This is an optimization exercise on Yosys and OpenROAD, whose aim is small area and a short achievable clock period, not a production implementation. Function was checked by simulation only, so behaviour that the tests miss may differ from the original. No activity file was given, so power comes from the tool's default toggle rates.

==> flow/design.v <==
module ALU(
    input  logic [31:0] A,
    input  logic [31:0] B,         
    input  logic [8:0]  op,
    input  logic        sub,       
    output logic [31:0] Result,
    output logic        Zero,
    output logic        negative
);
    logic [31:0] bx, p0, g0, sum, shl, shr;
    logic        lt;
    assign bx = B;
    assign p0 = A ^ bx;
    assign g0 = A & bx;
    logic [32*6-1:0] G, P;
    assign G[31:0] = {g0[31:1], g0[0] | (p0[0] & sub)};
    assign P[31:0] = p0;
    genvar l, i;
    generate
        for (l = 0; l < 5; l = l + 1) begin : lvl
            for (i = 0; i < 32; i = i + 1) begin : bit_
                if (i >= (1 << l)) begin : op_
                    assign G[32*(l+1)+i] = G[32*l+i] | (P[32*l+i] & G[32*l+i-(1<<l)]);
                    assign P[32*(l+1)+i] = P[32*l+i] & P[32*l+i-(1<<l)];
                end else begin : pass
                    assign G[32*(l+1)+i] = G[32*l+i];
                    assign P[32*(l+1)+i] = P[32*l+i];
                end
            end
        end
    endgenerate
    assign sum = p0 ^ {G[32*5+30 -: 31], sub};
    assign lt  = (A[31] ^ B[31] ^ sub) ? A[31] : sum[31];
    assign shl = A << B[4:0];
    assign shr = $signed({op[8] & A[31], A}) >>> B[4:0];
    assign Result = {32{op[0] | op[1]}} & sum
                  | {32{op[2]}}         & {31'b0, lt}
                  | {32{op[3]}}         & p0
                  | {32{op[4]}}         & g0
                  | {32{op[5]}}         & (p0 | g0)
                  | {32{op[6]}}         & shl
                  | {32{op[7] | op[8]}} & shr;
    assign Zero     = sub ? (&p0) : ~(|p0);
    assign negative = Result[31];
endmodule
module Control_Unit(
    input  logic [6:0] opcode,
    output logic       branch,
    output logic       mem_read,
    output logic       mem_to_register,
    output logic [1:0] ALU_op,
    output logic       mem_write,
    output logic       ALU_src,
    output logic       Reg_write,
    output logic       is_store
);
    logic r, i, l, s, b;
    assign r = (opcode == 7'h33);
    assign i = (opcode == 7'h13);
    assign l = (opcode == 7'h03);
    assign s = (opcode == 7'h23);
    assign b = (opcode == 7'h63);
    assign branch          = b;
    assign mem_read        = l;
    assign mem_to_register = l;
    assign mem_write       = s;
    assign ALU_src         = i | l | s;
    assign Reg_write       = r | i | l;
    assign ALU_op          = {r | i | l, i | l | b};
    assign is_store        = s;
endmodule
module ALU_ctrl_unit (
    input  logic [1:0] alu_op,
    input  logic [2:0] funct3,
    input  logic [6:0] funct7,
    output logic [8:0] op
);
    always_comb begin
        op = 9'b0;
        case (alu_op)
            2'b00: op[0] = 1'b1;
            2'b01: op[1] = 1'b1;
            2'b10: begin
                if (funct7 == 7'h00)
                    case (funct3)
                        3'b000: op[0] = 1'b1;
                        3'b001: op[6] = 1'b1;
                        3'b010: op[2] = 1'b1;
                        3'b100: op[3] = 1'b1;
                        3'b101: op[7] = 1'b1;
                        3'b110: op[5] = 1'b1;
                        3'b111: op[4] = 1'b1;
                        default: ;
                    endcase
                else if (funct7 == 7'h20)
                    case (funct3)
                        3'b000: op[1] = 1'b1;
                        3'b101: op[8] = 1'b1;
                        default: ;
                    endcase
            end
            default: begin
                case (funct3)
                    3'b000: op[0] = 1'b1;
                    3'b001: op[6] = 1'b1;
                    3'b010: op[2] = 1'b1;
                    3'b011: op[8] = 1'b1;
                    3'b100: op[3] = 1'b1;
                    3'b101: if (funct7[5]) op[8] = 1'b1; else op[7] = 1'b1;
                    3'b110: op[5] = 1'b1;
                    3'b111: op[4] = 1'b1;
                endcase
            end
        endcase
    end
endmodule
module Register_file(
    input  logic        clk,
    input  logic        rst,
    input  logic [4:0]  read_reg1,
    input  logic [4:0]  read_reg2,
    input  logic [4:0]  write_reg,
    input  logic [31:0] write_data,
    input  logic        reg_write,
    output logic [31:0] read_data1,
    output logic [31:0] read_data2
);
    logic [31:0] t1 [1:31];
    logic [31:0] t2 [1:31];
    genvar g;
    generate
        for (g = 1; g < 32; g = g + 1) begin : r
            logic [31:0] q;
            logic        v;
            logic        s1, s2;
            always_ff @(posedge clk)
                if (reg_write && write_reg == g) q <= write_data;
            always_ff @(posedge clk or posedge rst)
                if (rst) v <= 1'b0;
                else if (reg_write && write_reg == g) v <= 1'b1;
            assign s1 = (read_reg1 == g);
            assign s2 = (read_reg2 == g);
            assign t1[g] = {32{s1 & v}} & q | {32{s1 & ~v}} & 32'(g);
            assign t2[g] = {32{s2 & v}} & q | {32{s2 & ~v}} & 32'(g);
        end
    endgenerate
    always_comb begin
        read_data1 = 32'b0;
        read_data2 = 32'b0;
        for (int i = 1; i < 32; i = i + 1) begin
            read_data1 = read_data1 | t1[i];
            read_data2 = read_data2 | t2[i];
        end
    end
endmodule
module Risc_V(
    input  logic        clk,
    input  logic        rst,
    output logic [31:0] imem_addr,
    input  logic [31:0] imem_data,
    output logic [31:0] dmem_addr,
    output logic [31:0] dmem_wdata,
    output logic        dmem_we,
    output logic        dmem_re,
    input  logic [31:0] dmem_rdata,
    output logic        wb_we,
    output logic [4:0]  wb_rd,
    output logic [31:0] wb_data
);
    logic [31:1] pc, pc_d1, bpc_x;
    logic [31:0] ir1;
    logic        rw2, mtr2, src2, br2, mr2, mw2, ld2;
    logic [1:0]  aluop2;
    logic [4:0]  rd2;
    logic [2:0]  f3_2;
    logic [8:0]  op2;
    logic        sub2;
    logic        sw_ld, sw_mem;
    logic [31:0] aop, bop, sdat;
    logic        rw3, mtr3, br3, mr3, mw3, z3, n3;
    logic [4:0]  rd3;
    logic [2:0]  f3_3;
    logic [31:0] res3, st3;
    logic [31:1] bpc;
    logic        rw4;
    logic [4:0]  rd4;
    logic [31:0] wd4;
    logic       br1, mr1, mtr1, mw1, src1, rw1, st1;
    logic [1:0] aluop1;
    Control_Unit control_unit_inst (
        .opcode(ir1[6:0]), .branch(br1), .mem_read(mr1), .mem_to_register(mtr1),
        .ALU_op(aluop1), .mem_write(mw1), .ALU_src(src1), .Reg_write(rw1),
        .is_store(st1)
    );
    logic [4:0] rs1, rs2, rd1;
    assign rs1 = ir1[19:15];
    assign rs2 = ir1[24:20];
    assign rd1 = ir1[11:7];
    logic [31:0] imm1;
    assign imm1 = st1 ? {{20{ir1[31]}}, ir1[31:25], ir1[11:7]} :
                        {{20{ir1[31]}}, ir1[31:20]};
    logic flush, stall, taken;
    logic flush_q, stall_q;
    assign flush = flush_q;               
    assign stall = stall_q;               
    logic stall_n;
    assign stall_n = ~stall & ~flush & mr1 & (imem_data[6:0] != 7'h23) &
                     ((rd1 == imem_data[19:15]) | (rd1 == imem_data[24:20]));
    logic [31:0] rf1, rf2;
    Register_file reg_file_inst (
        .clk(clk), .rst(rst),
        .read_reg1(rs1), .read_reg2(rs2),
        .write_reg(rd4), .write_data(wd4), .reg_write(rw4),
        .read_data1(rf1), .read_data2(rf2)
    );
    logic [1:0] aluop2_n;
    logic [8:0] op_n;
    logic       sub_n;
    assign sub_n = op_n[1] | op_n[2];
    assign aluop2_n = stall ? aluop2 : (flush ? 2'b00 : aluop1);
    ALU_ctrl_unit alu_ctrl_unit_inst (
        .alu_op(aluop2_n),
        .funct3(flush ? 3'b0 : ir1[14:12]),
        .funct7(flush ? 7'b0 : ir1[31:25]),
        .op(op_n)
    );
    logic w3, w4;                         
    assign w3 = rw2 & (rd2 != 5'd0);
    assign w4 = rw3 & (rd3 != 5'd0);
    logic fa_mem_n, fa_wb_n, fb_mem_n, fb_wb_n;
    assign fa_mem_n = ~flush & w3 & (rd2 == rs1);
    assign fa_wb_n  = ~flush & w4 & (rd3 == rs1);
    assign fb_mem_n = ~flush & w3 & (rd2 == rs2);
    assign fb_wb_n  = ~flush & w4 & (rd3 == rs2);
    logic [1:0] sws_n;
    logic       src2_n;
    logic [31:0] wd_n;                    
    assign src2_n = stall ? src2 : (~flush & src1);
    assign wd_n   = mtr3 ? dmem_rdata : res3;
    always_comb begin
        if (flush | ~st1)                          sws_n = 2'b00;
        else if (ld2 & (rd2 != 5'd0))              sws_n = 2'b11;
        else if ((rd2 != 5'd0) & (rd2 == rs2))     sws_n = 2'b01;
        else if ((rd3 != 5'd0) & (rd3 == rs2))     sws_n = 2'b10;
        else                                       sws_n = 2'b00;
    end
    logic [31:0] A, B, result;
    logic        zero, negative;
    assign A = aop;
    assign B = bop;
    ALU alu_inst (
        .A(A), .B(B), .op(op2), .sub(sub2),
        .Result(result), .Zero(zero), .negative(negative)
    );
    logic [31:0] st_n;
    assign st_n = sw_ld ? dmem_rdata : sw_mem ? res3 : sdat;
    always_comb begin
        case (f3_3)
            3'b000:  taken = br3 & z3;
            3'b001:  taken = br3 & ~z3;
            3'b100:  taken = br3 & n3;
            3'b101:  taken = br3 & ~n3;
            default: taken = 1'b0;
        endcase
    end
    assign imem_addr  = {pc, 1'b0};
    assign dmem_addr  = res3;
    assign dmem_wdata = st3;
    assign dmem_we    = mw3;
    assign dmem_re    = mr3;
    assign wb_we      = rw4;
    assign wb_rd      = rd4;
    assign wb_data    = wd4;
    always_ff @(posedge clk or posedge rst) begin
        if (rst) pc <= 31'b0;
        else if (!stall) pc <= taken ? bpc : {pc[31:2] + 30'd1, pc[1]};
    end
    always_ff @(posedge clk) begin
        pc_d1 <= pc;
        bpc_x <= pc_d1 + {{19{ir1[31]}}, ir1[31], ir1[7], ir1[30:25], ir1[11:8]};
        bpc   <= bpc_x;
        aop   <= fa_mem_n ? result : fa_wb_n ? wd_n : rf1;
        bop   <= (src2_n ? imm1 : fb_mem_n ? result : fb_wb_n ? wd_n : rf2) ^ {32{sub_n}};
        sdat  <= (sws_n == 2'b10) ? wd_n : rf2;
        res3  <= result;
        st3   <= st_n;
        wd4   <= wd_n;
    end
    always_ff @(posedge clk or posedge rst) begin
        if (rst) begin
            ir1 <= 32'b0;
            rw2 <= 1'b0; mtr2 <= 1'b0; src2 <= 1'b0; br2 <= 1'b0;
            mr2 <= 1'b0; mw2 <= 1'b0; ld2 <= 1'b0; aluop2 <= 2'b00;
            rd2 <= 5'd0; f3_2 <= 3'd0;
            op2 <= 9'b1; sub2 <= 1'b0;
            sw_ld <= 1'b0; sw_mem <= 1'b0;
            rw3 <= 1'b0; mtr3 <= 1'b0; br3 <= 1'b0; mr3 <= 1'b0; mw3 <= 1'b0;
            z3 <= 1'b0; n3 <= 1'b0; rd3 <= 5'd0; f3_3 <= 3'd0;
            rw4 <= 1'b0; rd4 <= 5'd0;
            stall_q <= 1'b0; flush_q <= 1'b0;
        end else begin
            stall_q <= stall_n;
            flush_q <= ~flush & br2 & zero;
            if (!stall) ir1 <= flush ? 32'b0 : imem_data;
            rw2 <= ~stall & ~flush & rw1;
            br2 <= ~stall & ~flush & br1;
            mr2 <= ~stall & ~flush & mr1;
            mw2 <= ~stall & ~flush & mw1;
            if (!stall) mtr2 <= ~flush & mtr1;
            src2 <= src2_n;
            aluop2 <= aluop2_n;
            ld2  <= ~flush & mr1;
            rd2  <= flush ? 5'd0 : rd1;
            f3_2 <= flush ? 3'd0 : ir1[14:12];
            op2  <= op_n;
            sub2 <= sub_n;
            sw_ld  <= (sws_n == 2'b11);
            sw_mem <= (sws_n == 2'b01);
            rw3  <= ~flush & rw2;
            mtr3 <= ~flush & mtr2;
            br3  <= ~flush & br2;
            mr3  <= ~flush & mr2;
            mw3  <= mw2;
            z3   <= zero;
            n3   <= negative;
            rd3  <= rd2;
            f3_3 <= f3_2;
            rw4 <= rw3;
            rd4 <= rd3;
        end
    end
endmodule
==> flow/run.sh <==
#!/bin/bash
# synth_recipe.tcl (not shown) runs the flow's synth.tcl, then flattens the netlist and writes it again
# the make line also repeats each setting of config.mk as NAME=value (left out here)
make -C /OpenROAD-flow-scripts/flow DESIGN_CONFIG=/design/flow/config.mk WORK_HOME=/design/flow/orfs CLKGATE_MAP_FILE= SYNTH_SCRIPT=/design/flow/synth_recipe.tcl finish
==> flow/config.mk <==
export PLATFORM = sky130hd
export DESIGN_NAME = Risc_V
export DESIGN_NICKNAME = Risc_V
export VERILOG_FILES = /design/flow/design.v
export SDC_FILE = /design/flow/constraint.sdc
export NUM_CORES = 4
export LEC_CHECK = 0
export CAP_MARGIN = 20
export CORE_MARGIN = 2
export CORE_UTILIZATION = 40
export CTS_CLUSTER_DIAMETER = 100
export CTS_CLUSTER_SIZE = 20
export SETUP_SLACK_MARGIN = 4.8
export SLEW_MARGIN = 20
export TNS_END_PERCENT = 0
==> flow/constraint.sdc <==
create_clock -name core_clock -period 8.0 [get_ports {clk}]
set_input_delay 1.6000 -clock core_clock [delete_from_list [all_inputs] [get_ports {clk}]]
set_output_delay 1.6000 -clock core_clock [all_outputs]
set_load 0.01 [all_outputs]
==> impl_metrics.ini, run 1 <==
[pwr]
clockPowerShare = 0.309
power_mw = 15.0
p_sw_mw = 4.01
p_int_mw = 11.0
pwr-share-seq = 0.569
p_comb_frac = 0.122
p_sw_frac = 0.267
power_leakage_nw = 26.9
ir_worst_vdd_v = 0.000151
powerDensity_mw_per_mm2 = 199

[synth]
synth_cell_type_count = 88
ys_seq_area_frac = 0.598
synth.top_cell.area_share = 0.455
netlist_area_sq_mm = 0.0655
synth_xor_area_frac = 0.0145
yosys.area_share.simple = 0.103
yosysWarnings = 5
syn_inst = 5342
synth-adder-area-share = 0.0200
ys_ff_latch = 1423
synth_edf_count = 992
synth_compound_area_frac = 0.180
synth.area.top_cells = edfxtp_1 46%, dfxtp_1 8.7%, a22oi_1 6.1%, dfrtp_1 5.5%, a22o_1 2.3%
synth_top_area_cell = edfxtp_1
async_reset_ff_frac = 0.103
syn-mean-instance-area_sq_um = 12.3
synth_nets = 5511
ys.flop_type = edfxtp_1
synth.mux.area_fraction = 0.0526
synth_top_family_by_area = compound AO/OA/AOI/OAI gates

[drt]
drtPass1Iterations = 11
drt_iter0_drc = 13700
routed_via_density = 7.38
wirelength_microns = 332000
routedWlPerCell_microns = 42.8
drc = 0
num_vias = 57100
drt.antenna.violating_nets = 0

[layout]
drive_above_1_share = 0.158
num-fill-cells = 14700
final_area_sq_mm = 0.0754
syn_to_final_growth_pct = 15.2
nets = 5654

[worst_setup_path]
cp-endpoint = aop[4]$_DFF_P_
worst-r2r-cell-count = 11
rr_startpoint = ir1[19]$_DFFE_PP0N_
r2r-end = aop[4]$_DFF_P_
path_class = flip-flop to flip-flop
startpoint_type = flip-flop
cp-startpoint = ir1[19]$_DFFE_PP0N_
endpoint_kind = flip-flop
crit_arrival_ps = 4250
rrSetupSlack_ps = 4390
crit_required_ps = 8630
cp_max_fo = 24

[floorplan]
core-area_sq_mm = 0.163
num_rows = 148
die_area_sq_mm = 0.167
fp.dieH_microns = 409
ioPinCount = 202
start_util = 0.403
die_x_microns = 409

[sta]
fmax_mhz = 277
setup_viol = 0
worst_slack_ps = 4390
slew_violations = 0
slew_headroom = 0.156
finClkSkew_ps = 91.2
hold_viol = 0
finalSetupTns_ps = 0
rsz0062_at_grt = true
layout_min_cycle_time_ps = 3610
tightest_slew_ps = 1270
finalCritPeriodShare = 0.452

[cts]
cts.sinks = 1423
cts_buffers = 83
clkLatencyLatePin_ps = 780
htree_num_levels = 3
cts-root-buf = clkbuf_16
holdBufCountCts = 0
cts_tree = built
clk_path_buf_depth = 3
clk_pin_slew_ps = 90

[placed_design]
gp_congestion = 1.04
port_buffers = 200
dpl_cell_area_sq_mm = 0.0702
place_hpwl_microns = 189000
place_ws_ps = 3110

[flow_run]
cap_violations = 0

[global_routing]
grt_pass1_wl_microns = 438000
grt_pass1_vias = 52600
grt_max_degree = 97
grt_usage = 0.377
grt_overflow = 0
antenna_found_initial = 18

[hold_path]
hp-class = flip-flop to flip-flop

[run_status]
status = finished clean
## state kept, by name (all words and copies together) (netlist names), 9 cells and up
register and count:
reg_file_inst.r.v 31, reg_file_inst.r.q 992, bpc_x 31, res3 32, bop 32, pc_d1 31, op2 9, sdat 32
pc 31, wd4 32, ir1 32, bpc 31, aop 32, st3 32
## what timing repair did
| item | 4_1_cts | 5_1_grt |
|---|---|---|
| endpoints found under the setup margin | 259 | 233 |
| gates cloned | 6 | 9 |
| pin swaps | 22 | 46 |
| setup buffers | 26 | 50 |
| gates resized for setup | 322 | 200 |
## power groups by stage
| stage | logic, mW | registers, mW | clock network, mW |
|---|---|---|---|
| 5_1_grt | 1.91 | 8.56 | 4.89 |
| 2_1_floorplan | 0.797 | 8.66 | 0 |
| 3_5_place_dp | 1.59 | 8.71 | 0 |
| 6_report | 1.84 | 8.54 | 4.64 |
| 4_1_cts | 1.71 | 8.53 | 4.64 |
| 3_3_place_gp | 1.58 | 8.70 | 0 |
## per-stage QoR
stage / instances / hold WS (ps) / util
after floorplan: 5342 / 310 / -
after global placement: 7483 / 310 / 0.432
after detailed placement: 7483 / 314 / 0.432
after CTS: 7667 / 334 / 0.456
after global routing: 7728 / 337 / 0.464
final: 7738 / 331 / 0.464
## worst max-delay path, cell delays in order (launching register included)
cell	delay (ps)
dfrtp_4	600
buf_4	180
nor3b_4	540
and3_4	510
buf_6	510
a22o_1	220
a221oi_1	60
nand4_1	130
nor3_1	60
nand4_1	220
o21ai_0	230
a21oi_1	200
## cell type report
| class | instances | area (sq um) | area share |
|---|---|---|---|
| diodes | 11 | 27.5 | 0.000365 |
| repair buffers | 458 | 4800 | 0.0636 |
| clock inverters | 11 | 168 | 0.00222 |
| inverters | 129 | 515 | 0.00683 |
| well taps | 2175 | 2720 | 0.0361 |
| clock buffers | 141 | 2350 | 0.0311 |
| multi-input cells | 3390 | 25600 | 0.339 |
| flip-flops and latches | 1423 | 39300 | 0.521 |
## placed cells by master (no fill, tap or decap), types with 146 or more instances in the layout
cell type        count
nand2_1            345
a221oi_1           146
nor2_1             200
buf_4              161
a21oi_1            167
o21ai_0            176
a22o_1             171
edfxtp_1           992
dfxtp_1            245
clkdlybuf4s50_1    171
nand3_1            159
a22oi_1            529
## how the worst min path moves through the flow
stage,start,endpoint,slack (ps),cells past startpoint
after floorplan,bpc_x[10]$_DFF_P_,bpc[10]$_DFF_P_,310,0
after global placement,bpc_x[6]$_DFF_P_,bpc[6]$_DFF_P_,310,0
after detailed placement,bpc_x[21]$_DFF_P_,bpc[21]$_DFF_P_,310,0
after CTS,bpc_x[21]$_DFF_P_,bpc[21]$_DFF_P_,330,0
after global routing,bpc_x[27]$_DFF_P_,bpc[27]$_DFF_P_,340,0
final,bpc_x[8]$_DFF_P_,bpc[8]$_DFF_P_,330,0
## routing by layer
metal / track usage / share of wire / up-vias
li1: - / - / 21500
met1: 0.494 / 0.35 / 27800
met2: 0.519 / 0.39 / 6159
met3: 0.145 / 0.17 / 1748
met4: 0.244 / 0.093 / 13
met5: 0.00546 / 0.00054 / -
## synthesized netlist by cell type, types with 19 or more instances
cell type,count
nor2_1,236
nand2b_1,27
nor2b_1,33
edfxtp_1,992
a222oi_1,88
or4_1,27
inv_1,126
a22o_1,171
nor3_1,79
o211ai_1,42
nand3_1,172
nand2_1,350
nor4_1,47
a22oi_1,530
ha_1,100
xor2_1,33
a21o_1,29
and2_1,31
a221oi_1,154
nand4_1,91
dfrtp_1,145
o22ai_1,24
mux4_2,65
a21oi_1,173
dfxtp_1,285
mux2i_1,102
mux2_2,85
a31oi_1,19
o21ai_0,190
or2_2,38
buf_1,65
clkbuf_1,294
buf_2,38
xnor2_1,75
o22a_1,26
and3_1,106
## cell families (layout without fill, tap and decap cells)
family,count (synthesis),count (layout)
xor+xnor,108,108
other cells,1,12
simple gates,1327,1331
buf+inv,533,739
fa+ha+maj,103,103
mux,252,252
compound gates,1595,1595
flops,1423,1423
==> run 2, diff against run 1 <==
--- a/flow/design.v
+++ b/flow/design.v
@@ -117,8 +117,10 @@
 module Register_file(
     input  logic        clk,
     input  logic        rst,
-    input  logic [4:0]  read_reg1,
-    input  logic [4:0]  read_reg2,
+    input  logic [3:0]  read_hi1,
+    input  logic [7:0]  read_lo1,
+    input  logic [3:0]  read_hi2,
+    input  logic [7:0]  read_lo2,
     input  logic [4:0]  write_reg,
     input  logic [31:0] write_data,
     input  logic        reg_write,
@@ -138,8 +140,8 @@
             always_ff @(posedge clk or posedge rst)
                 if (rst) v <= 1'b0;
                 else if (reg_write && write_reg == g) v <= 1'b1;
-            assign s1 = (read_reg1 == g);
-            assign s2 = (read_reg2 == g);
+            assign s1 = read_hi1[g / 8] & read_lo1[g % 8];
+            assign s2 = read_hi2[g / 8] & read_lo2[g % 8];
             assign t1[g] = {32{s1 & v}} & q | {32{s1 & ~v}} & 32'(g);
             assign t2[g] = {32{s2 & v}} & q | {32{s2 & ~v}} & 32'(g);
         end
@@ -169,6 +171,8 @@
 );
     logic [31:1] pc, pc_d1, bpc_x;
     logic [31:0] ir1;
+    logic [3:0]  r1hi, r2hi;              
+    logic [7:0]  r1lo, r2lo;
     logic        rw2, mtr2, src2, br2, mr2, mw2, ld2;
     logic [1:0]  aluop2;
     logic [4:0]  rd2;
@@ -209,7 +213,7 @@
     logic [31:0] rf1, rf2;
     Register_file reg_file_inst (
         .clk(clk), .rst(rst),
-        .read_reg1(rs1), .read_reg2(rs2),
+        .read_hi1(r1hi), .read_lo1(r1lo), .read_hi2(r2hi), .read_lo2(r2lo),
         .write_reg(rd4), .write_data(wd4), .reg_write(rw4),
         .read_data1(rf1), .read_data2(rf2)
     );
@@ -289,6 +293,8 @@
     always_ff @(posedge clk or posedge rst) begin
         if (rst) begin
             ir1 <= 32'b0;
+            r1hi <= 4'b0001; r1lo <= 8'b00000001;
+            r2hi <= 4'b0001; r2lo <= 8'b00000001;
             rw2 <= 1'b0; mtr2 <= 1'b0; src2 <= 1'b0; br2 <= 1'b0;
             mr2 <= 1'b0; mw2 <= 1'b0; ld2 <= 1'b0; aluop2 <= 2'b00;
             rd2 <= 5'd0; f3_2 <= 3'd0;
@@ -301,7 +307,13 @@
         end else begin
             stall_q <= stall_n;
             flush_q <= ~flush & br2 & zero;
-            if (!stall) ir1 <= flush ? 32'b0 : imem_data;
+            if (!stall) begin
+                ir1  <= flush ? 32'b0 : imem_data;
+                r1hi <= flush ? 4'b0001 : 4'b0001 << imem_data[19:18];
+                r1lo <= flush ? 8'b00000001 : 8'b00000001 << imem_data[17:15];
+                r2hi <= flush ? 4'b0001 : 4'b0001 << imem_data[24:23];
+                r2lo <= flush ? 8'b00000001 : 8'b00000001 << imem_data[22:20];
+            end
             rw2 <= ~stall & ~flush & rw1;
             br2 <= ~stall & ~flush & br1;
             mr2 <= ~stall & ~flush & mr1;
==> run 2 against run 1 <==
Clock-buffer cell count increased by 1. Global-route usage decreased by 2.0 points. Critical endpoint is now aop[3]$_DFF_P_. Critical path depth decreased by 2. First-iteration DRC count decreased by 12%. Synthesized cell count decreased by 0.36%. Still clean on timing, DRC and antenna. Critical path type unchanged. Sequential cell count increased by 24. Highest routed layer unchanged. Largest cell class unchanged. Clock skew decreased by 45 ps. Sequential share of layout area increased by 1.4 points.
==> impl_metrics.ini, run 2 <==
[pwr]
pwr-share-seq = 0.572
power_leakage_nw = 26.0
power_mw = 15.2
ir_worst_vdd_v = 0.000183
p_sw_frac = 0.268
p_sw_mw = 4.07
powerDensity_mw_per_mm2 = 204
p_comb_frac = 0.115
p_int_mw = 11.1
clockPowerShare = 0.313

[worst_setup_path]
worst-r2r-cell-count = 9
path_class = flip-flop to flip-flop
r2r-end = aop[3]$_DFF_P_
endpoint_kind = flip-flop
rrSetupSlack_ps = 4080
crit_arrival_ps = 4500
crit_required_ps = 8580
rr_startpoint = r1hi[2]$_DFFE_PP0N_
cp-endpoint = aop[3]$_DFF_P_
startpoint_type = flip-flop
cp_max_fo = 27
cp-startpoint = r1hi[2]$_DFFE_PP0N_

[synth]
synth_cell_type_count = 92
synth_top_area_cell = edfxtp_1
synth_nets = 5492
syn-mean-instance-area_sq_um = 12.4
ys_seq_area_frac = 0.601
synth-adder-area-share = 0.0198
yosys.area_share.simple = 0.0910
synth.top_cell.area_share = 0.451
synth.area.top_cells = edfxtp_1 45%, dfxtp_1 8.6%, dfrtp_1 6.2%, a22oi_1 5.5%, a22o_1 3.1%
yosysWarnings = 5
synth_xor_area_frac = 0.0121
synth_compound_area_frac = 0.189
ys.flop_type = edfxtp_1
synth.mux.area_fraction = 0.0542
ys_ff_latch = 1447
netlist_area_sq_mm = 0.0661
syn_inst = 5323
synthTopCellsByCount = 992 x edfxtp_1, 482 x a22oi_1, 333 x clkbuf_1
synth_top_family_by_area = compound AO/OA/AOI/OAI gates
async_reset_ff_frac = 0.117
synth_edf_count = 992
synth_most_common_cell = edfxtp_1

[layout]
final_area_sq_mm = 0.0744
final_common_cell = edfxtp_1
seqCellArea_sq_mm = 0.0398
utilization = 0.452
multi_input_area_sq_mm = 0.0250
syn_to_final_growth_pct = 12.5
nets = 5567
num-fill-cells = 14800
layout_common_cells = 992 x edfxtp_1, 482 x a22oi_1, 274 x dfxtp_1
largest-register = reg_file_inst.r.q
largest_reg_flops = 992
drive_above_1_share = 0.121

[placed_design]
dpl_cell_area_sq_mm = 0.0709
port_buffers = 200
gp_congestion = 1.02
place_hpwl_microns = 180000

[sta]
hold_viol = 0
finalCritPeriodShare = 0.490
tightest_slew_ps = 1200
rsz0062_at_grt = true
fmax_mhz = 255
finalSetupTns_ps = 0
finClkSkew_ps = 46.2
setup_viol = 0
slew_violations = 0
slew_headroom = 0.201
layout_min_cycle_time_ps = 3920

[global_routing]
grt_usage = 0.358
antenna_found_initial = 16
grt_pass1_wl_microns = 422000
grt_overflow = 0
grt_max_degree = 86
grt_pass1_vias = 52000

[floorplan]
core-area_sq_mm = 0.165
fp.dieH_microns = 411
start_util = 0.402
die_x_microns = 411
die_area_sq_mm = 0.169
ioPinCount = 202
num_rows = 149

[cts]
clk_pin_slew_ps = 80
cts-root-buf = clkbuf_16
cts.sinks = 1447
holdBufCountCts = 0
cts_tree = built
clk_path_buf_depth = 3
cts_buffers = 85
htree_num_levels = 3
clkLatencyLatePin_ps = 750

[drt]
drt.antenna.violating_nets = 0
routed_via_density = 7.26
wirelength_microns = 313000
drt_iter0_drc = 12100
drc = 0
num_vias = 55700
routedWlPerCell_microns = 40.8
drtPass1Iterations = 10

[hold_path]
hold_start = bpc_x[8]$_DFF_P_
hp-class = flip-flop to flip-flop

[run_status]
status = finished clean

[flow_run]
cap_violations = 0
-- run 2: changes by cell type after synthesis, sizes merged, moves of 28 or more --
| cell | delta |
|---|---|
| a22oi | -48 |
| clkbuf | +39 |
| a22o | +62 |
| nand2 | -93 |
| nand4 | +48 |
| buf | -39 |
| a221oi | +61 |
| nor4 | -28 |
-- run 2: logic make-up (layout without fill, tap and decap cells) --
family                     count (synthesis)  count (layout)
xor gates and xnor gates                  91              91
muxes                                    251             251
other                                      1               9
AOI/OAI and AO/OA                       1687            1687
adders and majority gates                103             103
buffers and inverters                    549             695
DFF                                     1447            1447
and+or+nand+nor                         1194            1194
-- run 2: stage by stage --
stage | worst slack, ps | hold slack (ps) | cells
finish | 4080 | 332 | 7666
floorplan | 4240 | 310 | 5323
CTS | 4460 | 329 | 7646
global route | 4150 | 337 | 7660
detailed placement | 3310 | 312 | 7469
global placement | 3260 | 311 | 7469
-- run 2: critical path: stages (launching register included) --
cell,delay (ps)
dfrtp_1,760
inv_1,220
nor3_4,670
buf_4,780
nand2_1,220
nand2_1,110
a221oi_1,90
nand4_1,280
o32ai_2,200
a21oi_1,420
-- run 2: layer usage --
metal | track usage | wire, microns
met5 | 0 | 121
met4 | 0.219 | 24900
met3 | 0.153 | 50900
met2 | 0.528 | 132000
met1 | 0.433 | 105000
-- run 2: worst min-delay path by stage --
stage,endpoint,depth (start not counted)
final,bpc[8]$_DFF_P_,0
after global placement,bpc[6]$_DFF_P_,0
after detailed placement,bpc[1]$_DFF_P_,0
after CTS,bpc[5]$_DFF_P_,0
after global routing,bpc[3]$_DFF_P_,0
after floorplan,bpc[10]$_DFF_P_,0
-- run 2: power by group through the flow --
| stage | combinational [mW] | sequential, mW | clock (mW) |
|---|---|---|---|
| finish | 1.74 | 8.70 | 4.76 |
| global route | 1.83 | 8.73 | 5.00 |
| CTS | 1.69 | 8.69 | 4.75 |
| detailed placement | 1.63 | 8.85 | 0 |
| global placement | 1.62 | 8.85 | 0 |
| floorplan | 0.831 | 8.83 | 0 |
-- run 2: cell type report --
type / count / share of cell area
Sequential cell: 1447 / 0.535
Clock buffer: 142 / 0.0316
Timing Repair Buffer: 391 / 0.0497
Tap cell: 2189 / 0.0368
Multi-Input combinational cell: 3327 / 0.336
Inverter: 145 / 0.00748
Antenna cell: 8 / 0.000269
Timing Repair inverter: 1 / 0.000101
Clock inverter: 16 / 0.00318
-- run 2: what timing repair did --
| action | 4_1_cts | 5_1_grt |
|---|---|---|
| cloned | 4 | 0 |
| gates resized for setup | 158 | 16 |
| buffers inserted | 15 | 12 |
| setup endpoints to repair | 273 | 263 |
| pin swaps | 7 | 11 |
==> run 3, diff against run 2 <==
--- a/flow/design.v
+++ b/flow/design.v
@@ -43,8 +43,15 @@
     assign Zero     = sub ? (&p0) : ~(|p0);
     assign negative = Result[31];
 endmodule
-module Control_Unit(
+module Opcode_decode(
     input  logic [6:0] opcode,
+    output logic [4:0] cls        
+);
+    assign cls = {opcode == 7'h63, opcode == 7'h23, opcode == 7'h03,
+                  opcode == 7'h13, opcode == 7'h33};
+endmodule
+module Control_Unit(
+    input  logic [4:0] cls,
     output logic       branch,
     output logic       mem_read,
     output logic       mem_to_register,
@@ -55,11 +62,7 @@
     output logic       is_store
 );
     logic r, i, l, s, b;
-    assign r = (opcode == 7'h33);
-    assign i = (opcode == 7'h13);
-    assign l = (opcode == 7'h03);
-    assign s = (opcode == 7'h23);
-    assign b = (opcode == 7'h63);
+    assign {b, s, l, i, r} = cls;
     assign branch          = b;
     assign mem_read        = l;
     assign mem_to_register = l;
@@ -173,6 +176,7 @@
     logic [31:0] ir1;
     logic [3:0]  r1hi, r2hi;              
     logic [7:0]  r1lo, r2lo;
+    logic [4:0]  cls1;                    
     logic        rw2, mtr2, src2, br2, mr2, mw2, ld2;
     logic [1:0]  aluop2;
     logic [4:0]  rd2;
@@ -189,10 +193,12 @@
     logic        rw4;
     logic [4:0]  rd4;
     logic [31:0] wd4;
+    logic [4:0] cls0;
+    Opcode_decode opcode_decode_inst (.opcode(imem_data[6:0]), .cls(cls0));
     logic       br1, mr1, mtr1, mw1, src1, rw1, st1;
     logic [1:0] aluop1;
     Control_Unit control_unit_inst (
-        .opcode(ir1[6:0]), .branch(br1), .mem_read(mr1), .mem_to_register(mtr1),
+        .cls(cls1), .branch(br1), .mem_read(mr1), .mem_to_register(mtr1),
         .ALU_op(aluop1), .mem_write(mw1), .ALU_src(src1), .Reg_write(rw1),
         .is_store(st1)
     );
@@ -208,7 +214,7 @@
     assign flush = flush_q;               
     assign stall = stall_q;               
     logic stall_n;
-    assign stall_n = ~stall & ~flush & mr1 & (imem_data[6:0] != 7'h23) &
+    assign stall_n = ~stall & ~flush & mr1 & ~cls0[3] &
                      ((rd1 == imem_data[19:15]) | (rd1 == imem_data[24:20]));
     logic [31:0] rf1, rf2;
     Register_file reg_file_inst (
@@ -293,6 +299,7 @@
     always_ff @(posedge clk or posedge rst) begin
         if (rst) begin
             ir1 <= 32'b0;
+            cls1 <= 5'b0;
             r1hi <= 4'b0001; r1lo <= 8'b00000001;
             r2hi <= 4'b0001; r2lo <= 8'b00000001;
             rw2 <= 1'b0; mtr2 <= 1'b0; src2 <= 1'b0; br2 <= 1'b0;
@@ -309,6 +316,7 @@
             flush_q <= ~flush & br2 & zero;
             if (!stall) begin
                 ir1  <= flush ? 32'b0 : imem_data;
+                cls1 <= flush ? 5'b0 : cls0;
                 r1hi <= flush ? 4'b0001 : 4'b0001 << imem_data[19:18];
                 r1lo <= flush ? 8'b00000001 : 8'b00000001 << imem_data[17:15];
                 r2hi <= flush ? 4'b0001 : 4'b0001 << imem_data[24:23];
--- a/flow/config.mk
+++ b/flow/config.mk
@@ -12,4 +12,3 @@
 export CTS_CLUSTER_SIZE = 20
 export SETUP_SLACK_MARGIN = 4.8
 export SLEW_MARGIN = 20
-export TNS_END_PERCENT = 0
==> run 3 against run 2 <==
Still clean on timing, DRC and antenna. Synthesized cell count rose by 1.1%. Sequential cell count shrank 2. Clock power hardly changed. Global-route usage increased by 0.72 points. Critical path type unchanged. Largest cell class unchanged.
==> impl_metrics.ini, run 3 <==
[run_status]
status = finished clean

[pwr]
p_sw_mw = 4.30
pwr-share-seq = 0.556
clockPowerShare = 0.305
ir_worst_vdd_v = 0.000206
powerDensity_mw_per_mm2 = 202
p_int_mw = 11.4
p_sw_frac = 0.274
p_comb_frac = 0.139
power_leakage_nw = 27.7

[layout]
syn_to_final_growth_pct = 17.2
final_area_sq_mm = 0.0776
largest_reg_flops = 992
largest-register = reg_file_inst.r.q
layout_common_cells = 992 x edfxtp_1, 466 x a22oi_1, 308 x nand2_1
instances_no_fill = 7884
nets = 5779
num-fill-cells = 14700
final_common_cell = edfxtp_1
drive_above_1_share = 0.179

[synth]
async_reset_ff_frac = 0.116
synth.area.top_cells = edfxtp_1 45%, dfxtp_1 8.6%, dfrtp_1 6.2%, a22oi_1 5.3%, a22o_1 3.1%
synth_edf_count = 992
synth.top_cell.area_share = 0.450
syn_inst = 5379
synth_nets = 5548
synth_most_common_cell = edfxtp_1
synth_top_area_cell = edfxtp_1
ys.flop_type = edfxtp_1
synth_cell_type_count = 99
synthTopCellsByCount = 992 x edfxtp_1, 466 x a22oi_1, 319 x clkbuf_1
syn-mean-instance-area_sq_um = 12.3
yosysWarnings = 5
ys_seq_area_frac = 0.600
netlist_area_sq_mm = 0.0662
ys_ff_latch = 1445

[placed_design]
place_hpwl_microns = 182000
dpl_cell_area_sq_mm = 0.0710
dp_cells = 7506
port_buffers = 200
gp_congestion = 0.978

[worst_setup_path]
crit_arrival_ps = 4140
worst-r2r-cell-count = 8
endpoint_kind = flip-flop
startpoint_type = flip-flop
crit_required_ps = 8710
cp_max_fo = 21
path_class = flip-flop to flip-flop

[hold_path]
hold_depth = 0
hp-class = flip-flop to flip-flop

[sta]
finalSetupTns_ps = 0
tightest_slew_ps = 1260
slew_headroom = 0.154
setup_viol = 0
hold_ws_ps = 320
finClkSkew_ps = 51.6
layout_min_cycle_time_ps = 3420
slew_violations = 0
finalCritPeriodShare = 0.428
hold_viol = 0
rsz0062_at_grt = true
fmax_mhz = 292

[cts]
cts.sinks = 1445
clkLatencyLatePin_ps = 770
cts_tree = built
clk_path_buf_depth = 3
cts-root-buf = clkbuf_16
clk_pin_slew_ps = 100
cts_buffers = 84
htree_num_levels = 3

[global_routing]
antenna_found_initial = 13
grt_overflow = 0
grt_usage = 0.365
grt_pass1_vias = 53100
grt_pass1_wl_microns = 431000
grt_max_degree = 154

[floorplan]
die_x_microns = 411
num_rows = 149
die_area_sq_mm = 0.169
core-area_sq_mm = 0.165
ioPinCount = 202
start_util = 0.402
fp.dieH_microns = 411

[flow_run]
cap_violations = 0

[drt]
routed_via_density = 7.35
drtPass1Iterations = 11
routedWlPerCell_microns = 41.5
wirelength_microns = 327000
drt_iter0_drc = 12700
drc = 0
drt.antenna.violating_nets = 0
num_vias = 57900
## run 3: cell count changes after synthesis, moves of 18 or more
cell / change
a21oi_1: -19
buf_2: +24
inv_1: +18
mux2_2: -47
nand2_1: +53
nor2_1: -34
## run 3: logic make-up after synthesis
logic type               share of synthesized area
AO/OA/AOI/OAI                                0.193
flip-flops                                   0.600
AND/OR/NAND/NOR                             0.0946
buffers and inverters                       0.0351
multiplexers                                0.0448
adder cells (fa/ha/maj)                     0.0198
XOR/XNOR                                    0.0128
other                                    0.0000566
## run 3: per-layer routing
| metal | share of wire | global-route usage | vias up |
|---|---|---|---|
| li1 | - | - | 21900 |
| met1 | 0.33 | 0.442 | 28100 |
| met2 | 0.41 | 0.534 | 6155 |
| met3 | 0.17 | 0.155 | 1808 |
| met4 | 0.088 | 0.231 | 14 |
| met5 | 0.0016 | 0.00650 | - |
## run 3: what timing repair did
item                                    in CTS  in global routing
setup buffers                               88                 91
cloned                                      13                 15
gates resized for setup                    589                169
endpoints found under the setup margin     270                 84
hold buffers                                 0                  0
pin swaps                                   34                 62
## run 3: power groups by stage
stage | sequential, mW | combinational, mW | clock [mW]
3_3_place_gp | 8.93 | 1.69 | 0
6_report | 8.74 | 2.18 | 4.79
4_1_cts | 8.72 | 2.03 | 4.76
2_1_floorplan | 8.88 | 0.899 | 0
3_5_place_dp | 8.94 | 1.70 | 0
5_1_grt | 8.76 | 2.27 | 5.01
## run 3: final cells by class
| cell class | count | area (sq um) | share of cell area |
|---|---|---|---|
| well taps | 2189 | 2740 | 0.0353 |
| repair buffers | 558 | 5810 | 0.0749 |
| inverters | 163 | 653 | 0.00842 |
| flip-flops and latches | 1445 | 40000 | 0.515 |
| repair inverters | 1 | 16.3 | 0.000210 |
| multi-input cells | 3357 | 25800 | 0.332 |
| clock inverters | 15 | 280 | 0.00361 |
| clock buffers | 139 | 2310 | 0.0298 |
| diodes | 17 | 42.5 | 0.000548 |
## run 3: critical path: stages (launching register included)
cell      delay [ps]
dfrtp_1          740
and3_4           610
buf_4            660
a22oi_1          180
nand4_1          130
or4_1            340
nor2_1           120
a211oi_2         480
a21o_1           130
## run 3: path summary, 6_finish.rpt
check | startpoint | slack [ps] | endpoint
max reg2reg | reg_file_inst.r[6].v$_DFFE_PP0P_ | 4580 | aop[30]$_DFF_P_
max | reg_file_inst.r[6].v$_DFFE_PP0P_ | 4580 | aop[30]$_DFF_P_
min | bpc_x[10]$_DFF_P_ | 320 | bpc[10]$_DFF_P_
min in group asynchronous | rst | 1220 | reg_file_inst.r[11].v$_DFFE_PP0P_
min reg2reg | bpc_x[10]$_DFF_P_ | 320 | bpc[10]$_DFF_P_
max in group asynchronous | rst | 5500 | pc[17]$_DFFE_PP0N_
## run 3: per-stage QoR
step	power, mW	setup slack, ps	util
6_report	15.7	4580	0.471
5_1_grt	16.0	4600	0.471
4_1_cts	15.5	4650	0.461
3_5_place_dp	10.6	3180	0.431
3_3_place_gp	10.6	3170	0.431
2_1_floorplan	9.78	4260	-
==> run 4, diff against run 3 <==
--- a/flow/config.mk
+++ b/flow/config.mk
@@ -12,3 +12,4 @@
 export CTS_CLUSTER_SIZE = 20
 export SETUP_SLACK_MARGIN = 4.8
 export SLEW_MARGIN = 20
+export TNS_END_PERCENT = 25
==> run 4 against run 3 <==
Combinational power is 3% lower. Highest routed layer unchanged. Clock-buffer cell count is 1 lower. Sequential cell count stayed put. Routed wire length is 1.1% lower. Hold slack better by 12 ps. Critical path depth is 6 lower. Still clean. Critical path type is now flip-flop to output pin.
==> impl_metrics.ini, run 4 <==
[floorplan]
start_util = 0.402
core-area_sq_mm = 0.165
ioPinCount = 202
num_rows = 149
fp.dieH_microns = 411
die_area_sq_mm = 0.169
die_x_microns = 411

[synth]
ys.flop_type = edfxtp_1
synth_nets = 5548
synth.area.top_cells = edfxtp_1 45%, dfxtp_1 8.6%, dfrtp_1 6.2%, a22oi_1 5.3%, a22o_1 3.1%
syn-mean-instance-area_sq_um = 12.3
ys_seq_area_frac = 0.600
synth.top_cell.area_share = 0.450
synth_top_area_cell = edfxtp_1
synth_edf_count = 992
syn_inst = 5379
yosysWarnings = 5
synth_cell_type_count = 99
synth_most_common_cell = edfxtp_1
synthTopCellsByCount = 992 x edfxtp_1, 466 x a22oi_1, 319 x clkbuf_1
ys_ff_latch = 1445
netlist_area_sq_mm = 0.0662
async_reset_ff_frac = 0.116

[global_routing]
grt_usage = 0.366
grt_pass1_vias = 53500
grt_pass1_wl_microns = 433000
grt_max_degree = 169
grt_overflow = 0
antenna_found_initial = 16

[layout]
largest-register = reg_file_inst.r.q
utilization = 0.464
instances_no_fill = 7777
final_area_sq_mm = 0.0764
num-fill-cells = 14700
nets = 5687
largest_reg_flops = 992
drive_above_1_share = 0.153
syn_to_final_growth_pct = 15.3
final_common_cell = edfxtp_1
layout_common_cells = 992 x edfxtp_1, 463 x a22oi_1, 309 x nand2_1

[worst_setup_path]
critPathTopFamily = buffers and inverters
crit_required_ps = 6400
endpoint_kind = output pin
crit_chain = buf_4 -> clkdlybuf4s15_2
path_class = flip-flop to output pin
slowest_delay_ps = 380
cp_max_fo = 32
crit_arrival_ps = 1860
crit_slowest_cell = clkdlybuf4s15_2
path_buf_inv = 2
startpoint_type = flip-flop

[pwr]
ir_worst_vdd_v = 0.000176
power_mw = 15.6
power_leakage_nw = 27.1
powerDensity_mw_per_mm2 = 205

[hold_path]
hp-class = flip-flop to flip-flop

[placed_design]
place_ws_ps = 3470
dpl_cell_area_sq_mm = 0.0710
dp_cells = 7513
port_buffers = 200
gp_congestion = 1.02
place_hpwl_microns = 185000

[cts]
cts_tree = built
cts-root-buf = clkbuf_16
clk_path_buf_depth = 3
cts.sinks = 1445
clk_pin_slew_ps = 90
clkLatencyLatePin_ps = 780
cts_buffers = 85
htree_num_levels = 3

[flow_run]
cap_violations = 0

[drt]
drc = 0
routed_via_density = 7.31
drtPass1Iterations = 14
drt_iter0_drc = 12400
wirelength_microns = 323000
drt.antenna.violating_nets = 0
num_vias = 56800
routedWlPerCell_microns = 41.6

[sta]
worst_slack_ps = 4540
finalSetupTns_ps = 0
layout_min_cycle_time_ps = 3460
setup_viol = 0
finalCritPeriodShare = 0.432
slew_headroom = 0.207
hold_ws_ps = 332
fmax_mhz = 289
slew_violations = 0
hold_viol = 0
tightest_slew_ps = 1190
finClkSkew_ps = 60.1
rsz0062_at_grt = true

[run_status]
status = finished clean
==> run 4: report_power, final <==
group          leakage (nW)  switching [mW]  total, mW  internal (mW)
Sequential             13.6           0.307       8.75           8.44
Combinational          12.3            1.26       2.12          0.860
Clock                  1.23            2.69       4.77           2.08
Total                  27.1            4.26       15.6           11.4
==> run 4: what timing repair did <==
item | 4_1_cts | 5_1_grt
hold buffers | 0 | 0
pin swaps | 27 | 26
cloned | 12 | 8
setup endpoints to repair | 269 | 203
setup buffers | 49 | 38
resized for setup | 369 | 160
==> run 4: area by class of cell <==
cell class / count / area (sq um) / area share
sequential: 1445 / 39900 / 0.523
multi-input combinational: 3355 / 25500 / 0.334
timing repair buffer: 468 / 4990 / 0.0653
tap: 2189 / 2740 / 0.0359
clock buffer: 138 / 2360 / 0.0309
inverter: 163 / 641 / 0.00839
clock inverter: 14 / 243 / 0.00318
antenna: 5 / 12.5 / 0.000164
==> run 4: logic make-up after synthesis <==
| logic type | synth area share |
|---|---|
| XOR/XNOR | 0.0128 |
| other | 0.0000566 |
| AO/OA/AOI/OAI | 0.193 |
| multiplexers | 0.0448 |
| AND/OR/NAND/NOR | 0.0946 |
| adder cells (fa/ha/maj) | 0.0198 |
| flip-flops | 0.600 |
| buffers and inverters | 0.0351 |
==> run 4: path summary, 6_finish.rpt <==
| check | start | endpoint | slack (ps) | cells past startpoint |
|---|---|---|---|---|
| max | wd4[20]$_DFF_P_ | wb_data[20] | 4540 | 2 |
| min | bpc_x[16]$_DFF_P_ | bpc[16]$_DFF_P_ | 330 | 0 |
| max reg2reg | r2lo[2]$_DFFE_PP0N_ | bop[28]$_DFF_P_ | 4570 | 10 |
| min reg2reg | bpc_x[16]$_DFF_P_ | bpc[16]$_DFF_P_ | 330 | 0 |
| max in group asynchronous | rst | pc[26]$_DFFE_PP0N_ | 5690 | 3 |
| min in group asynchronous | rst | reg_file_inst.r[11].v$_DFFE_PP0P_ | 1410 | 3 |
==> run 4: per-layer routing <==
metal  track usage  vias up  share of wire
li1              -    21600              -
met1         0.444    27600           0.33
met2         0.540     5865           0.42
met3         0.154     1753           0.17
met4         0.224       22          0.084
met5       0.00509        -        0.00062
==> run 4: worst register-to-register path: cells and delay by family, from the launching register on <==
| family | cells | cell delay, ps |
|---|---|---|
| XOR/XNOR | 1 | 150 |
| buffers and inverters | 2 | 640 |
| AND/OR/NAND/NOR | 3 | 1030 |
| AO/OA/AOI/OAI | 4 | 1160 |
| flip-flops | 1 | 380 |
==> run 5, diff against run 4 <==
--- a/flow/config.mk
+++ b/flow/config.mk
@@ -12,4 +12,4 @@
 export CTS_CLUSTER_SIZE = 20
 export SETUP_SLACK_MARGIN = 4.8
 export SLEW_MARGIN = 20
-export TNS_END_PERCENT = 25
+export TNS_END_PERCENT = 0
==> run 5 against run 4 <==
First-iteration DRC count shrank 1.2%. Cell count shrank 0.76%. Final area shrank 1.8%. Clock power is essentially flat. Combinational power shrank 9%. Routed wire length shrank 1.6%. Synthesized cell count is the same. Sequential power is essentially flat. Sequential cell count is the same. Register-to-register slack lost 170 ps. Critical path type is now flip-flop to flip-flop.
==> impl_metrics.ini, run 5 <==
[run_status]
status = finished clean

[sta]
finalCritPeriodShare = 0.450
slew_violations = 0
hold_ws_ps = 331
hold_viol = 0
worst_slack_ps = 4400
slew_headroom = 0.207
finClkSkew_ps = 56.5
rsz0062_at_grt = true
fmax_mhz = 278
tightest_slew_ps = 1190
setup_viol = 0
layout_min_cycle_time_ps = 3600
finalSetupTns_ps = 0

[layout]
num-fill-cells = 14800
nets = 5624
syn_to_final_growth_pct = 13.2
seqCellArea_sq_mm = 0.0398
largest-register = reg_file_inst.r.q
largest_reg_flops = 992
final_common_cell = edfxtp_1
multi_input_area_sq_mm = 0.0251
drive_above_1_share = 0.127
layout_common_cells = 992 x edfxtp_1, 465 x a22oi_1, 309 x nand2_1

[cts]
clk_path_buf_depth = 3
cts-root-buf = clkbuf_16
clk_pin_slew_ps = 90
cts_tree = built
cts_buffers = 85
htree_num_levels = 3
holdBufCountCts = 0
cts.sinks = 1445
clkLatencyLatePin_ps = 770

[placed_design]
port_buffers = 200
place_ws_ps = 3470
gp_congestion = 1.02
place_hpwl_microns = 185000

[synth]
synth_cell_type_count = 99
ys.flop_type = edfxtp_1
synth_top_area_cell = edfxtp_1
syn-mean-instance-area_sq_um = 12.3
syn_inst = 5379
synth.top_cell.area_share = 0.450
yosysWarnings = 5
netlist_area_sq_mm = 0.0662
synth_edf_count = 992
ys_seq_area_frac = 0.600
synth_nets = 5548
async_reset_ff_frac = 0.116
ys_ff_latch = 1445
synthTopCellsByCount = 992 x edfxtp_1, 466 x a22oi_1, 319 x clkbuf_1
synth.area.top_cells = edfxtp_1 45%, dfxtp_1 8.6%, dfrtp_1 6.2%, a22oi_1 5.3%, a22o_1 3.1%
synth_most_common_cell = edfxtp_1

[global_routing]
grt_pass1_vias = 53000
grt_pass1_wl_microns = 429000
antenna_found_initial = 11
grt_max_degree = 169
grt_overflow = 0
grt_usage = 0.363

[worst_setup_path]
crit_slowest_cell = nor3_1
path_class = flip-flop to flip-flop
rrSetupSlack_ps = 4400
crit_arrival_ps = 4230
critPathTopFamily = simple AND/OR/NAND/NOR gates
slowest_delay_ps = 650
crit_required_ps = 8620
crit_chain = and3_2 -> buf_4 -> a222oi_1 -> nand3_1 -> nor3_1 -> nand2_1 -> o21ai_0 -> o21ai_0
endpoint_kind = flip-flop
rr_startpoint = r1hi[2]$_DFFE_PP0N_
startpoint_type = flip-flop
path_buf_inv = 1
cp-startpoint = r1hi[2]$_DFFE_PP0N_
cp_common_cell = o21ai_0
cp_max_fo = 19

[pwr]
powerDensity_mw_per_mm2 = 206
power_leakage_nw = 26.3
ir_worst_vdd_v = 0.000177

[floorplan]
ioPinCount = 202
die_area_sq_mm = 0.169
core-area_sq_mm = 0.165
num_rows = 149
fp.dieH_microns = 411
die_x_microns = 411
start_util = 0.402

[drt]
drt.antenna.violating_nets = 0
wirelength_microns = 318000
routedWlPerCell_microns = 41.2
num_vias = 56300
drtPass1Iterations = 17
drt_iter0_drc = 12300
routed_via_density = 7.30
drc = 0

[flow_run]
cap_violations = 0

[hold_path]
hold_start = bpc_x[16]$_DFF_P_
hp-class = flip-flop to flip-flop
## run 5: where the power goes
group	internal, mW	leakage (nW)	total [mW]	switching (mW)
sequential	8.44	13.6	8.78	0.343
combinational	0.770	11.4	1.92	1.15
clock	2.08	1.23	4.77	2.69
## run 5: cells by family (layout without fill, tap and decap cells)
| kind of cell | Yosys count | after routing | synth area share |
|---|---|---|---|
| xor+xnor | 97 | 97 | 0.0128 |
| other cells | 1 | 10 | 0.0000566 |
| simple gates | 1239 | 1241 | 0.0946 |
| compound gates | 1705 | 1705 | 0.193 |
| flops | 1445 | 1445 | 0.600 |
| buf+inv | 583 | 722 | 0.0351 |
| mux | 206 | 206 | 0.0448 |
| fa+ha+maj | 103 | 103 | 0.0198 |
## run 5: layout make-up
cell class	instances	area share
clock buffers	138	0.0314
clock inverters	14	0.00324
flip-flops and latches	1445	0.531
inverters	163	0.00834
multi-input cells	3353	0.334
repair buffers	407	0.0546
well taps	2189	0.0365
diodes	9	0.000300
## run 5: worst paths after layout
check                                                    end  depth (start not counted)
setup reg to reg                             aop[18]$_DFF_P_                          8
min in group asynchronous  reg_file_inst.r[11].v$_DFFE_PP0P_                          3
setup / recovery                             aop[18]$_DFF_P_                          8
max in group asynchronous                 pc[25]$_DFFE_PP0N_                          3
hold / removal                               bpc[16]$_DFF_P_                          0
hold reg to reg                              bpc[16]$_DFF_P_                          0
## run 5: repair_timing
action	CTS	global route
buffers inserted	21	12
pin swaps	9	15
gates resized for setup	219	73
endpoints found under the hold margin	0	0
gates cloned	9	2
setup endpoints to repair	269	234
## run 5: stage by stage
stage          std cells  cell area (sq um)  power [mW]  utilization
3_3_place_gp        7511              70900        10.6        0.431
4_1_cts             7695              74600        15.4        0.453
6_report            7718              75000        15.5        0.456
5_1_grt             7709              75000        15.9        0.455
3_5_place_dp        7513              71000        10.6        0.431
2_1_floorplan       5379              66200        9.77            -
## run 5: layer usage
metal  up-vias  GRT usage  part of all wire
met4        16      0.220             0.080
met3      1626      0.151              0.16
met1     27500      0.441              0.34
met2      5664      0.538              0.42
li1      21500          -                 -
met5         -    0.00170           0.00053
==> run 6, diff against run 5 <==
--- a/flow/config.mk
+++ b/flow/config.mk
@@ -8,8 +8,7 @@
 export CAP_MARGIN = 20
 export CORE_MARGIN = 2
 export CORE_UTILIZATION = 40
-export CTS_CLUSTER_DIAMETER = 100
-export CTS_CLUSTER_SIZE = 20
+export CTS_CLUSTER_DIAMETER = 120
+export CTS_CLUSTER_SIZE = 25
 export SETUP_SLACK_MARGIN = 4.8
 export SLEW_MARGIN = 20
-export TNS_END_PERCENT = 0
==> run 6 against run 5 <==
Cell count up 1.2%. Critical path depth grew 2. Power decreased by 2.1%. Routed wire length is 1.8% higher. Critical path type unchanged. Non-clock buffer count increased by 119. Combinational power increased by 12%. Clock skew is 4.2 ps lower. Register-to-register slack improved by 240 ps. Sequential cell count did not move. Via count up 2.3%. Setup slack improved by 240 ps. Global-route usage about the same. Critical endpoint is now bop[10]$_DFF_P_. Still clean.
==> impl_metrics.ini, run 6 <==
[run_status]
status = finished clean

[floorplan]
num_rows = 149
core-area_sq_mm = 0.165
die_x_microns = 411
ioPinCount = 202
fp.dieH_microns = 411
start_util = 0.402
die_area_sq_mm = 0.169

[worst_setup_path]
r2r-end = bop[10]$_DFF_P_
rr_startpoint = r2hi[0]$_DFFE_PP1N_
crit_required_ps = 8600
endpoint_kind = flip-flop
crit_arrival_ps = 3960
rrSetupSlack_ps = 4640
cp_max_fo = 23
cp-endpoint = bop[10]$_DFF_P_
path_class = flip-flop to flip-flop
startpoint_type = flip-flop
worst-r2r-cell-count = 10
cp-startpoint = r2hi[0]$_DFFE_PP1N_

[synth]
synth_nets = 5548
synth_top_area_cell = edfxtp_1
ys_seq_area_frac = 0.600
ys_ff_latch = 1445
synth.top_cell.area_share = 0.450
synth_edf_count = 992
syn_inst = 5379
synth.area.top_cells = edfxtp_1 45%, dfxtp_1 8.6%, dfrtp_1 6.2%, a22oi_1 5.3%, a22o_1 3.1%
synth_most_common_cell = edfxtp_1
syn-mean-instance-area_sq_um = 12.3
synthTopCellsByCount = 992 x edfxtp_1, 466 x a22oi_1, 319 x clkbuf_1
synth_cell_type_count = 99
yosysWarnings = 5
netlist_area_sq_mm = 0.0662
ys.flop_type = edfxtp_1
async_reset_ff_frac = 0.116

[drt]
drtPass1Iterations = 12
drt.antenna.violating_nets = 0
num_vias = 57600
routedWlPerCell_microns = 41.5
routed_via_density = 7.38
drc = 0
wirelength_microns = 324000
drt_iter0_drc = 12300

[global_routing]
grt_usage = 0.363
grt_pass1_vias = 53000
grt_overflow = 0
antenna_found_initial = 12
busiest_layer = met2
gr-usage-met1 = 0.444
use_met2 = 0.531
met3_usage = 0.150
grt_pass1_wl_microns = 429000
grt_max_degree = 154

[placed_design]
port_buffers = 200
place_ws_ps = 3180
place_hpwl_microns = 182000
dp_cells = 7506
gp_congestion = 0.978

[sta]
tightest_slew_ps = 1250
finalCritPeriodShare = 0.420
hold_ws_ps = 320
hold_viol = 0
slew_violations = 0
worst_slack_ps = 4640
setup_viol = 0
layout_min_cycle_time_ps = 3360
finalSetupTns_ps = 0
finClkSkew_ps = 52.3
rsz0062_at_grt = true
fmax_mhz = 298
slew_headroom = 0.156

[layout]
instances_no_fill = 7809
syn_to_final_growth_pct = 15.7
largest-register = reg_file_inst.r.q
layout_common_cells = 992 x edfxtp_1, 466 x a22oi_1, 308 x nand2_1
largest_reg_flops = 992
nets = 5732
final_common_cell = edfxtp_1
drive_above_1_share = 0.171
utilization = 0.465

[pwr]
ir_worst_vdd_v = 0.000150
powerDensity_mw_per_mm2 = 198
power_leakage_nw = 27.2

[cts]
cts_tree = built
cts-root-buf = clkbuf_16
cts.sinks = 1445
clk_pin_slew_ps = 120
clkLatencyLatePin_ps = 760
cts_buffers = 69
clk_path_buf_depth = 3
htree_num_levels = 3

[flow_run]
cap_violations = 0

[hold_path]
hp-class = flip-flop to flip-flop
run 6: cell types whose count changed in the layout (fill, tap and decap cells not counted), sizes merged:
cell           before  now
buf               197  318
clkdlybuf4s50     161   67
dlygate4sd2        34  111
clkbuf            141  117
and3               82   86
diode               9    8
clkinv             12    9
bufbuf              8   11
clkinvlp            1    2
clkdlybuf4s15       3   10
run 6: logic make-up (layout without fill, tap and decap cells):
kind of cell               count (synthesis)  in the layout  synth area share
AOI/OAI and AO/OA                       1705           1705             0.193
adders and majority gates                103            103            0.0198
other                                      1              9         0.0000566
DFF                                     1445           1445             0.600
and+or+nand+nor                         1239           1245            0.0946
xor gates and xnor gates                  97             97            0.0128
muxes                                    206            206            0.0448
buffers and inverters                    583            810            0.0351
run 6: area by class of cell:
type | instances | area (sq um)
antenna | 8 | 20.0
clock buffer | 109 | 1900
clock inverter | 11 | 208
fill | 14700 | 88000
inverter | 163 | 653
multi-input combinational | 3357 | 25700
sequential | 1445 | 40000
tap | 2189 | 2740
timing repair buffer | 526 | 5400
timing repair inverter | 1 | 16.3
run 6: what timing repair did:
item,in CTS,in global routing
hold buffers,0,0
setup buffers,84,68
pin swaps,35,65
setup endpoints to repair,268,83
gates resized for setup,580,156
cloned,13,10
run 6: metal layers:
layer | wire length, microns | up-vias
met1 | 107000 | 28000
met2 | 134000 | 6037
li1 | - | 21700
met3 | 53600 | 1806
met4 | 28600 | 22
met5 | 314 | -
run 6: worst min-delay path by stage:
stage                                  from               to  slack, ps  cells after the start
after floorplan           bpc_x[10]$_DFF_P_  bpc[10]$_DFF_P_        310                      0
after global placement    bpc_x[24]$_DFF_P_  bpc[24]$_DFF_P_        310                      0
after detailed placement  bpc_x[11]$_DFF_P_  bpc[11]$_DFF_P_        310                      0
after CTS                 bpc_x[13]$_DFF_P_  bpc[13]$_DFF_P_        330                      0
after global routing      bpc_x[13]$_DFF_P_  bpc[13]$_DFF_P_        330                      0
final                     bpc_x[13]$_DFF_P_  bpc[13]$_DFF_P_        320                      0
run 6: per-stage QoR:
stage / power (mW) / area (sq um)
final: 15.2 / 76600
after global routing: 15.5 / 76600
after CTS: 15.0 / 75300
after detailed placement: 10.6 / 71000
after global placement: 10.6 / 71000
after floorplan: 9.78 / 66300
run 6: worst max-delay path, cell delays in order, from the launching register on:
cell and delay, ps:
dfstp_4 580, buf_4 170, and3_4 260, buf_12 260, a22o_1 270, a221oi_1 230
nand3_1 130, or4_4 510, o211ai_1 280, a31oi_1 150, xnor2_1 360
run 6: power breakdown:
| part | switching, mW | total [mW] | internal (mW) | leakage, nW |
|---|---|---|---|---|
| Combinational | 1.29 | 2.15 | 0.852 | 12.6 |
| Sequential | 0.289 | 8.74 | 8.45 | 13.6 |
| Clock | 2.57 | 4.27 | 1.70 | 0.998 |
==> run 7, diff against run 6 <==
--- a/flow/config.mk
+++ b/flow/config.mk
@@ -12,3 +12,4 @@
 export CTS_CLUSTER_SIZE = 25
 export SETUP_SLACK_MARGIN = 4.8
 export SLEW_MARGIN = 20
+export TNS_END_PERCENT = 25
==> run 7 against run 6 <==
Critical path depth is 8 lower. First-iteration DRC count is 0.96% higher. Combinational power is 2% lower. Sequential power hardly changed. Synthesized cell count stayed put. Clock power hardly changed. Via count is 0.82% lower. Core utilization is 0.26 points lower. Largest power group unchanged. Fmax is 2.8% lower. Non-clock buffer count is 42 lower. Sequential cell count stayed put. Power is 0.22% lower.
==> impl_metrics.ini, run 7 <==
[placed_design]
dpl_cell_area_sq_mm = 0.0710
gp_congestion = 1.02
port_buffers = 200
place_hpwl_microns = 185000
place_ws_ps = 3470

[worst_setup_path]
cp_max_fo = 32
crit_arrival_ps = 1860
slowest_delay_ps = 380
rrSetupSlack_ps = 4590
startpoint_type = flip-flop
crit_slowest_cell = clkdlybuf4s15_2
crit_chain = buf_4 -> clkdlybuf4s15_2
path_buf_inv = 2
endpoint_kind = output pin
path_class = flip-flop to output pin
worst-r2r-cell-count = 6
r2r-end = aop[16]$_DFF_P_
crit_required_ps = 6400
critPathTopFamily = buffers and inverters
rr_startpoint = flush_q$_DFF_PP0_

[cts]
cts_tree = built
cts_buffers = 69
clkLatencyLatePin_ps = 760
clk_pin_slew_ps = 110
cts-root-buf = clkbuf_16
holdBufCountCts = 0
clk_path_buf_depth = 3
cts.sinks = 1445
htree_num_levels = 3

[floorplan]
core-area_sq_mm = 0.165
fp.dieH_microns = 411
ioPinCount = 202
start_util = 0.402
die_x_microns = 411
num_rows = 149
die_area_sq_mm = 0.169

[drt]
drc = 0
num_vias = 57200
drtPass1Iterations = 13
routed_via_density = 7.34
drt.antenna.violating_nets = 0
routedWlPerCell_microns = 41.5
wirelength_microns = 323000
drt_iter0_drc = 12400

[synth]
async_reset_ff_frac = 0.116
synthTopCellsByCount = 992 x edfxtp_1, 466 x a22oi_1, 319 x clkbuf_1
synth.top_cell.area_share = 0.450
synth_nets = 5548
syn_inst = 5379
syn-mean-instance-area_sq_um = 12.3
synth.area.top_cells = edfxtp_1 45%, dfxtp_1 8.6%, dfrtp_1 6.2%, a22oi_1 5.3%, a22o_1 3.1%
ys_seq_area_frac = 0.600
ys.flop_type = edfxtp_1
synth_top_area_cell = edfxtp_1
yosysWarnings = 5
netlist_area_sq_mm = 0.0662
synth_cell_type_count = 99
ys_ff_latch = 1445
synth_edf_count = 992
synth_most_common_cell = edfxtp_1

[layout]
final_common_cell = edfxtp_1
drive_above_1_share = 0.153
largest_reg_flops = 992
nets = 5687
final_area_sq_mm = 0.0762
layout_common_cells = 992 x edfxtp_1, 464 x a22oi_1, 308 x nand2_1
largest-register = reg_file_inst.r.q
num-fill-cells = 14700
seqCellArea_sq_mm = 0.0399
syn_to_final_growth_pct = 15.0
multi_input_area_sq_mm = 0.0256

[sta]
slew_violations = 0
hold_viol = 0
fmax_mhz = 289
layout_min_cycle_time_ps = 3460
rsz0062_at_grt = true
setup_viol = 0
finalSetupTns_ps = 0
tightest_slew_ps = 1220
worst_slack_ps = 4540
finClkSkew_ps = 43.3
slew_headroom = 0.186
finalCritPeriodShare = 0.432

[global_routing]
grt_max_degree = 169
grt_overflow = 0
antenna_found_initial = 17
grt_pass1_vias = 53200
grt_usage = 0.366
grt_pass1_wl_microns = 432000

[run_status]
status = finished clean

[pwr]
pwr-share-seq = 0.579
p_sw_frac = 0.272
powerDensity_mw_per_mm2 = 199
clockPowerShare = 0.282
power_leakage_nw = 27.0
p_int_mw = 11.0
p_sw_mw = 4.12
p_comb_frac = 0.140
power_mw = 15.1
ir_worst_vdd_v = 0.000169

[hold_path]
hold_path_end = bpc[31]$_DFF_P_
hold_depth = 0
hold_start = bpc_x[31]$_DFF_P_
hp-class = flip-flop to flip-flop

[flow_run]
cap_violations = 0
run 7: worst register-to-register path, cell delays in order (launching register included):
cell and delay [ps]:
dfrtp_2 440, buf_12 170, nand2b_1 440, nor2_2 590
nand3_4 580, o21ai_0 870, o21ai_0 180
run 7: worst max-delay path by stage:
stage,from,endpoint,cells past startpoint
floorplan,rst,aluop2[0]$_DFF_PP0_,1
global placement,stall_q$_DFF_PP0_,bop[27]$_DFF_P_,15
detailed placement,stall_q$_DFF_PP0_,bop[27]$_DFF_P_,15
CTS,wd4[23]$_DFF_P_,wb_data[23],2
global route,pc[20]$_DFFE_PP0N_,imem_addr[20],1
finish,wd4[20]$_DFF_P_,wb_data[20],2
run 7: stage by stage:
| stage | hold slack, ps | std cells | util |
|---|---|---|---|
| 2_1_floorplan | 310 | 5379 | - |
| 3_3_place_gp | 310 | 7511 | 0.431 |
| 3_5_place_dp | 312 | 7513 | 0.431 |
| 4_1_cts | 336 | 7710 | 0.456 |
| 5_1_grt | 344 | 7765 | 0.463 |
| 6_report | 328 | 7784 | 0.463 |
run 7: timing repair:
| item | 4_1_cts | 5_1_grt |
|---|---|---|
| gates resized for setup | 364 | 168 |
| setup buffers | 57 | 47 |
| pin swaps | 36 | 31 |
| cloned | 13 | 6 |
| setup endpoints to repair | 264 | 202 |
run 7: cell families (layout without fill, tap and decap cells):
group / Yosys count / after routing / share of synthesized area
other: 1 / 22 / 0.0000566
multiplexers: 206 / 206 / 0.0448
buffers and inverters: 583 / 774 / 0.0351
AND/OR/NAND/NOR: 1239 / 1243 / 0.0946
XOR/XNOR: 97 / 97 / 0.0128
adder cells (fa/ha/maj): 103 / 103 / 0.0198
AO/OA/AOI/OAI: 1705 / 1705 / 0.193
flip-flops: 1445 / 1445 / 0.600
run 7: cell type report:
cell class / count / share of cell area
diodes: 21 / 0.000690
clock buffers: 117 / 0.0252
clock inverters: 10 / 0.00215
inverters: 163 / 0.00839
multi-input cells: 3355 / 0.335
flip-flops and latches: 1445 / 0.524
well taps: 2189 / 0.0360
repair buffers: 484 / 0.0684
run 7: per-layer routing:
| metal | global-route usage | routed length, microns | up-vias |
|---|---|---|---|
| li1 | - | - | 21700 |
| met1 | 0.440 | 108000 | 27900 |
| met2 | 0.539 | 136000 | 5832 |
| met3 | 0.156 | 52100 | 1707 |
| met4 | 0.229 | 27000 | 22 |
| met5 | 0.0113 | 373 | - |
run 7: power groups by stage:
stage | registers (mW) | logic, mW | clock network (mW)
after floorplan | 8.88 | 0.886 | 0
after global placement | 8.93 | 1.67 | 0
after detailed placement | 8.94 | 1.68 | 0
after CTS | 8.74 | 1.96 | 4.26
after global routing | 8.77 | 2.21 | 4.50
final | 8.75 | 2.11 | 4.26

Re-timed with assumed drivers on the ports (clkbuf_16 on the clock, buf_2 on other inputs), run 7 has 4.457 ns of setup slack against 4.544 ns with ideal ports, and 4.064 ns once port delays also move by the mid clock arrival of 0.824 ns.
